This design comes from an exercise in tuning for a short achievable clock period and few clock cycles on the open sky130 flow, not from production work. The RTL was checked by simulation tests, not by an equivalence proof against the original design. Power figures rest on the tool's default switching activity, not on a simulated workload.

== v6 ==
==> flow/design.v (excerpt) <==
module bird (
		input clk,
		input [15:0] data_in,
		output reg [15:0] data_out,
		output reg [15:0] address,
		output memwt,
		input rst
		);
reg sF;      
reg sIMM;    
reg sLDD;    
reg sSTW;    
reg sPUSH;   
reg sPOPR;   
reg sCALLW;  
reg sOFF;    
reg sRETR;   
reg sFIX;    
reg fix_ret;
reg [15:0] pc;
reg [127:0] rf;           
reg [15:0] r7p1;          
reg r7s;
reg zf;
reg as_pc, as_p1;
reg [7:0] as_r;
reg ds_pc;
reg [7:0] ds_r;
reg wt_q;
reg [7:0] rd_oh;          
reg exv;
reg [2:0] ex_f, ex_u, ex_rd;
reg [7:0] ex_rd_oh;
reg [15:0] opa, opb, res_q;
reg fwda, fwdb;
localparam CW = 4;
localparam CN = 1 << CW;
reg [CN-1:0] c_v, c_call;
reg [16-CW-1:0] c_tag [0:CN-1];
reg [15:0] c_d [0:CN-1];
reg [15:0] c_d1 [0:CN-1];
function [15:0] rsel(input [127:0] v, input [2:0] i);
	rsel = v[16*i +: 16];
endfunction
function [7:0] oh8(input [2:0] i);
	oh8 = 8'd1 << i;
endfunction
wire [15:0] r7 = rf[127:112];
integer k;
always @* begin
	address = ({16{as_pc}} & pc) | ({16{as_p1}} & r7p1);
	data_out = {16{ds_pc}} & pc;
	for (k = 0; k < 8; k = k + 1) begin
		address = address | ({16{as_r[k]}} & rf[16*k +: 16]);
		data_out = data_out | ({16{ds_r[k]}} & rf[16*k +: 16]);
	end
end
assign memwt = wt_q;
wire [15:0] a = fwda ? res_q : opa;
wire [15:0] b = fwdb ? res_q : opb;
reg [15:0] result;
reg zres;
always @* begin
	case (ex_f)
		3'h0: result = a + b;
		3'h1: result = a - b;
		3'h2: result = a & b;
		3'h3: result = a | b;
		3'h4: result = a ^ b;
		3'h7: case (ex_u)
			3'h0: result = {15'd0, b == 16'd0};
			3'h1: result = b;
			3'h2: result = b + 16'd1;
			3'h3: result = b - 16'd1;
			default: result = 16'h0000;
			endcase
		default: result = 16'h0000;
	endcase
	case (ex_f)
		3'h0: zres = (a ^ b) == {a[14:0] | b[14:0], 1'b0};
		3'h1: zres = a == b;
		3'h2: zres = (a & b) == 16'd0;
		3'h3: zres = (a | b) == 16'd0;
		3'h4: zres = a == b;
		3'h7: case (ex_u)
			3'h0: zres = b != 16'd0;
			3'h1: zres = b == 16'd0;
			3'h2: zres = b == 16'hFFFF;
			3'h3: zres = b == 16'd1;
			default: zres = 1'b1;
			endcase
		default: zres = 1'b1;
	endcase
end
wire zf_now = exv ? zres : zf;
wire [3:0] op = data_in[15:12];
  ...
Size: about 4100 cells after synthesis, roughly 51 I/O pins, ~53000 sq um of cells after synthesis.
==> flow/config.mk <==
export PLATFORM = sky130hd
export DESIGN_NAME = bird
export DESIGN_NICKNAME = bird
export VERILOG_FILES = /design/flow/design.v
export SDC_FILE = /design/flow/constraint.sdc
export NUM_CORES = 4
export LEC_CHECK = 0
export CAP_MARGIN = 20
export CORE_MARGIN = 2
export CORE_UTILIZATION = 40
export SLEW_MARGIN = 20
==> flow/constraint.sdc <==
create_clock -name core_clock -period 7.0 [get_ports {clk}]
set_input_delay 1.4000 -clock core_clock [delete_from_list [all_inputs] [get_ports {clk}]]
set_output_delay 1.4000 -clock core_clock [all_outputs]
set_load 0.01 [all_outputs]
run.sh (not shown) runs the stock make flow with config.mk's settings and CLKGATE_MAP_FILE= SYNTH_SCRIPT=/design/flow/synth_recipe.tcl, a recipe that flattens the netlist after the stock synthesis.
v6 | status: complete | timing, DRC, antenna: pass
Testbench counts of v6, summed over its fixed seeds: cycles 82,373.
Modified inputs, v7 compared to v6
-- flow/config.mk --
<<< v6, line 6
export NUM_CORES = 4
export LEC_CHECK = 0
export CAP_MARGIN = 20
export CORE_MARGIN = 2
export CORE_UTILIZATION = 40
export SLEW_MARGIN = 20
>>> v7, line 6
export NUM_CORES = 4
export LEC_CHECK = 0
export ABC_CLOCK_PERIOD_IN_PS = 3000
export CAP_MARGIN = 20
export CORE_MARGIN = 2
export CORE_UTILIZATION = 40
export SETUP_SLACK_MARGIN = 4
export SLEW_MARGIN = 20
Results
v7 reached the final stage; the timing, DRC and antenna checks on its layout passed. v6 and v7 ended up with nearly the same clock-net power. Diff v6 -> v7: count of inserted antenna diode cells rose 4, clock network power share decreased 2.5 points. Share of synthesized area occupied by flip-flops and latches: v7 vs v6 identical. When v7 is set beside v6, its area growth from synthesis to layout turns out to be 23 points larger.

* * *

Another version of the RTL of bird (not shown whole).
For scale: roughly 2900 cells after synthesis, roughly 51 I/O pins.
export LEC_CHECK = 0
export ABC_CLOCK_PERIOD_IN_PS = 3000
export CAP_MARGIN = 20
export CORE_MARGIN = 2
export CORE_UTILIZATION = 30
export SETUP_SLACK_MARGIN = 5
export SLEW_MARGIN = 20
create_clock -name core_clock -period 7.0 [get_ports {clk}]
Testbench counts at the start, summed over its fixed seeds: cycles 82,373.
Next try:
- CORE_UTILIZATION: 30 -> 35
Outcome:
- The new run passed the timing, DRC and antenna checks
- worst setup slack gets better by 0.028 ns
- total power fell slightly
- first-iteration DRC count fell by a few percent
- final cell count fell by a few percent
- cell area fell by a few percent
- routed wire length fell by a few percent
- hold slack gets worse by 0.012 ns
Next try:
- CORE_UTILIZATION: 35 -> 40
- SETUP_SLACK_MARGIN: 5 -> 4
Total power drops by about 6.4%.
Maximum frequency drops by 1.6%.
Clock skew drops by 0.017 ns.
Utilization climbs by 0.20 points.
Cell count drops by 8.7%.
Area after synthesis stays the same.
Routed wire length drops by about 8%.

* * *

== old ==
The RTL this note starts from:
==> flow/design.v <==
module bird (
		input clk,
		input [15:0] data_in,
		output reg [15:0] data_out,
		output reg [15:0] address,
		output memwt,
		input rst
		);
reg sF;      
reg sIMM;    
reg sLDD;    
reg sSTW;    
reg sPUSH;   
reg sPOPR;   
reg sCALLW;  
reg sOFF;    
reg sRETR;   
reg sFIX;    
reg fix_ret;
reg [15:0] pc;
reg [15:0] rf [0:7];      
reg [15:0] r7p1;          
reg r7s;
reg zf;
reg as_pc;                
reg [15:0] aq;
reg [15:0] dq;
reg wt_q;
reg [7:0] rd_oh;          
reg exv;
reg [7:0] ex_rd_oh;
reg [15:0] opa, opb;      
reg [15:0] opx, opy;      
reg cin;
reg s_arith, s_and, s_or, s_xor, s_mov, s_not;   
localparam CW = 3;
localparam CN = 1 << CW;
reg [CN-1:0] c_v, c_call;
reg [15:0] c_d [0:CN-1];
wire [15:0] r7 = rf[7];
always @* begin
	address = as_pc ? pc : aq;
	data_out = dq;
end
assign memwt = wt_q;
function [15:0] ksadd(input [15:0] x, input [15:0] y, input cin);
	reg [15:0] g, p, gn, pn;
	integer d, j;
	begin
		p = x ^ y;
		g = x & y;
		g[0] = g[0] | (p[0] & cin);
		for (d = 1; d < 16; d = d * 2) begin
			gn = g; pn = p;
			for (j = d; j < 16; j = j + 1) begin
				gn[j] = g[j] | (p[j] & g[j-d]);
				pn[j] = p[j] & p[j-d];
			end
			g = gn; p = pn;
		end
		ksadd = (x ^ y) ^ {g[14:0], cin};
	end
endfunction
wire [15:0] a = opa;
wire [15:0] b = opb;
wire [15:0] sum = ksadd(opx, opy, cin);
wire [15:0] result = ({16{s_arith}} & sum) | ({16{s_and}} & (a & b)) |
	({16{s_or}} & (a | b)) | ({16{s_xor}} & (a ^ b)) | ({16{s_mov}} & b) |
	{15'd0, s_not & (b == 16'd0)};
wire zres = s_arith ? ((opx ^ opy) == {opx[14:0] | opy[14:0], cin}) :
	s_and ? ((a & b) == 16'd0) :
	s_or ? ((a | b) == 16'd0) :
	s_xor ? (a == b) :
	s_mov ? (b == 16'd0) :
	s_not ? (b != 16'd0) : 1'b1;
wire zf_now = exv ? zres : zf;
wire [3:0] op = data_in[15:12];
wire isLDI = op == 4'd1;
wire isLD  = op == 4'd2;
wire isST  = op == 4'd3;
wire isJZ  = op == 4'd4;
wire isJMP = op == 4'd5;
wire isALU = op == 4'd7;
wire isPUSH = op == 4'd8;
wire isPOP = op == 4'd9;
wire isCALL = op == 4'd10;
wire isRET = op == 4'd11;
wire [2:0] d_rd = data_in[2:0];
wire [2:0] d_ra = data_in[5:3];
wire [2:0] d_rs = data_in[8:6];
wire [2:0] d_f = data_in[11:9];
wire [2:0] d_u = data_in[8:6];
wire [15:0] opa_n = (exv & ex_rd_oh[d_rs]) ? result : rf[d_rs];
wire [15:0] opb_n = (exv & ex_rd_oh[d_ra]) ? result : rf[d_ra];
wire [15:0] r7_n = (exv & ex_rd_oh[7]) ? result : r7;
wire [CW-1:0] cidx = r7p1[CW-1:0];
wire chit = c_v[cidx];
wire [15:0] cd = c_d[cidx];
wire ccall = c_call[cidx];
wire r7busy = r7s | (exv & ex_rd_oh[7]);
wire popok = sF & ~r7busy & chit & ~ccall;
wire retok = sF & ~r7busy & chit & ccall;
wire [15:0] pc1 = pc + 16'd1;
wire [15:0] pc2 = pc + 16'd2;
wire [15:0] r7p2 = r7p1 + 16'd1;
wire [15:0] jks = ksadd({4'd0, pc[11:0]}, {4'd0, data_in[11:0]}, 1'b0);
wire [12:0] jlo = jks[12:0];
wire [3:0] pch = pc[15:12];
wire [3:0] pch_p1 = pch + 4'd1;
wire [3:0] pch_m1 = pch - 4'd1;
wire [15:0] jtarget = {data_in[15] ? (jlo[12] ? pch : pch_m1) : (jlo[12] ? pch_p1 : pch), jlo[11:0]};
wire pop_fast = isPOP & popok;
wire ret_fast = isRET & retok;
wire stk_fast = pop_fast | ret_fast;
wire nIMM = sF & isLDI;
wire nLDD = sF & isLD;
wire nSTW = sF & isST;
wire nPUSH = sF & isPUSH;
wire nCALLW = sF & isCALL;
wire nOFF = sF & ((isJZ & zf_now) | isJMP) | sCALLW;
wire nFIX = sF & (isPOP | isRET) & r7busy;
wire nPOPR = sF & isPOP & ~r7busy & ~(chit & ~ccall) | sFIX & ~fix_ret;
wire nRETR = sF & isRET & ~r7busy & ~(chit & ccall) | sFIX & fix_ret;
wire nF = ~(nIMM | nLDD | nSTW | nPUSH | nCALLW | nOFF | nFIX | nPOPR | nRETR);
integer i;
always @(posedge clk) begin
	if (rst) begin
		{sF, sIMM, sLDD, sSTW, sPUSH, sPOPR, sCALLW, sOFF, sRETR, sFIX} <= 10'b1000000000;
		pc <= 16'd0;
		zf <= 1'b0;
		exv <= 1'b0;
		r7s <= 1'b1;
		as_pc <= 1'b1;
		wt_q <= 1'b0;
		c_v <= {CN{1'b0}};
	end else begin
		{sF, sIMM, sLDD, sSTW, sPUSH, sPOPR, sCALLW, sOFF, sRETR, sFIX} <=
			{nF, nIMM, nLDD, nSTW, nPUSH, nPOPR, nCALLW, nOFF, nRETR, nFIX};
		as_pc <= nF | nIMM | nOFF | nFIX;
		wt_q <= nSTW | nPUSH | nCALLW;
		if (sF)
			pc <= isJZ ? (zf_now ? pc1 : pc2) : ret_fast ? cd : pc1;
		else if (sIMM) pc <= pc1;
		else if (sOFF) pc <= jtarget;
		else if (sRETR) pc <= data_in;
		exv <= sF & isALU;
		if (exv) zf <= zres;
		if (stk_fast | sPOPR | sRETR) r7p1 <= r7p2;
		else if (sPUSH | sCALLW) r7p1 <= r7;
		else if (sFIX) r7p1 <= r7 + 16'd1;
		if (sPUSH | sCALLW | sFIX) r7s <= 1'b0;
		else if ((exv & ex_rd_oh[7]) | ((sIMM | sLDD | sPOPR) & rd_oh[7]) | (pop_fast & d_rd == 3'd7))
			r7s <= 1'b1;
		if ((exv & ex_rd_oh[7]) | ((sIMM | sLDD | sPOPR) & rd_oh[7]) | (pop_fast & d_rd == 3'd7))
			c_v <= {CN{1'b0}};
		else begin
			if (sPUSH | sCALLW) c_v[r7[CW-1:0]] <= 1'b1;
			if (stk_fast | sPOPR | sRETR) c_v[cidx] <= 1'b0;
			if (sSTW & (aq[15:CW] == r7p1[15:CW] | aq[15:CW] == r7p1[15:CW] + 1'b1))
				c_v[aq[CW-1:0]] <= 1'b0;
		end
	end
	if (sPUSH | sCALLW) begin
		c_call[r7[CW-1:0]] <= sCALLW;
		c_d[r7[CW-1:0]] <= sCALLW ? pc1 : dq;
	end
	if (sF) begin
		fix_ret <= isRET;
		rd_oh <= 8'd1 << d_rd;
	end
	dq <= isCALL ? pc1 : opa_n;
	aq <= sFIX ? r7 + 16'd1 : (isLD | isST) ? opb_n : (isPUSH | isCALL) ? r7_n : r7p1;
	begin
		ex_rd_oh <= 8'd1 << d_rd;
		opa <= opa_n;
		opb <= opb_n;
		opx <= (d_f == 3'd7) ? {16{d_u == 3'd3}} : opa_n;
		opy <= (d_f == 3'd1) ? ~opb_n : opb_n;
		cin <= (d_f == 3'd1) | (d_f == 3'd7 & d_u == 3'd2);
		s_arith <= (d_f == 3'd0) | (d_f == 3'd1) | (d_f == 3'd7 & (d_u == 3'd2 | d_u == 3'd3));
		s_and <= d_f == 3'd2;
		s_or <= d_f == 3'd3;
		s_xor <= d_f == 3'd4;
		s_mov <= d_f == 3'd7 & d_u == 3'd1;
		s_not <= d_f == 3'd7 & d_u == 3'd0;
	end
	for (i = 0; i < 8; i = i + 1) begin
		if (pop_fast & d_rd == i)
			rf[i] <= cd;
		else if (exv & ex_rd_oh[i])
			rf[i] <= result;
		else if ((sIMM | sLDD | sPOPR) & rd_oh[i])
			rf[i] <= data_in;
		else if (i == 7) begin
			if (stk_fast | sPOPR | sRETR) rf[7] <= r7p1;
			else if (sPUSH | sCALLW) rf[7] <= r7 - 16'd1;
		end
	end
end
endmodule
Settings: LEC_CHECK=0, ABC_CLOCK_PERIOD_IN_PS=3000, CAP_MARGIN=20, CORE_MARGIN=2, CORE_UTILIZATION=35, SETUP_SLACK_MARGIN=5, SLEW_MARGIN=20; clock period 7.0 ns.
Testbench counts of old, summed over its fixed seeds: cycles 82,373.
Here is what was changed in the inputs of new compared with old.
Settings: SETUP_SLACK_MARGIN now 4, was 5; CORE_UTILIZATION now 40, was 35.
==> summary.txt <==
[new vs old] cell area after placement: lower in new
Re number of top-level pins: no difference whatsoever between new and old.
Comparing power drawn by the combinational cells for old and new, the bigger number came from old.
Taking new as 1.0, old lands at 1.06 on via count.
Delta(fraction of area in clock buffers and inverters, new - old) > 0
Routed wire in new totals less than in old.
Post-layout utilization of the core: new vs old up 1.5 points
Final clock period utilization by the worst path in new vs old: down 1.1 points

## re-timing with driven ports
How much do the figures lean on ideal ports? The routed layouts below were timed once more, with nothing changed but the port constraints. Step 1, drivers: a clkbuf_16 drives clk and a buf_2 each remaining input, both assumed. Step 2, shift: input delay + t, output delay - t, t = (earliest + latest rising clock arrival at the registers) / 2. This alone moves slack from input paths to output paths. Slacks: ideal / step 1 / step 2; pairs: ideal / step 1.
| run | shift t [ns] | setup WS [ns] | worst register clock-pin slew, ns | worst data-port slew with drivers (ns) | pins driven straight from the clock port |
|---|---|---|---|---|---|
| v6 | 0.808 | 1.062 / 1.062 / 1.062 | 0.07 / 0.07 | 0.07 | 1 |
| v7 | 0.814 | 2.642 / 2.642 / 2.263 | 0.07 / 0.07 | 0.15 | 1 |
| the first run of note 2 | 0.701 | 3.782 / 3.782 / 3.152 | 0.07 / 0.07 | 0.11 | 1 |
| the second run of note 2 | 0.702 | 3.810 / 3.810 / 3.196 | 0.07 / 0.07 | 0.10 | 1 |
| the third run of note 2 | 0.693 | 3.760 / 3.779 / 3.096 | 0.07 / 0.07 | 0.06 | 1 |
| old | 0.717 | 3.550 / 3.550 / 2.987 | 0.07 / 0.07 | 0.22 | 1 |
| new | 0.703 | 3.627 / 3.627 / 3.044 | 0.07 / 0.07 | 0.08 | 1 |
After both steps setup and hold are still met in every run listed. The setup slack of the third run of note 2, which loses most, moves by +0.019 ns with the drivers and by -0.664 ns with both steps.
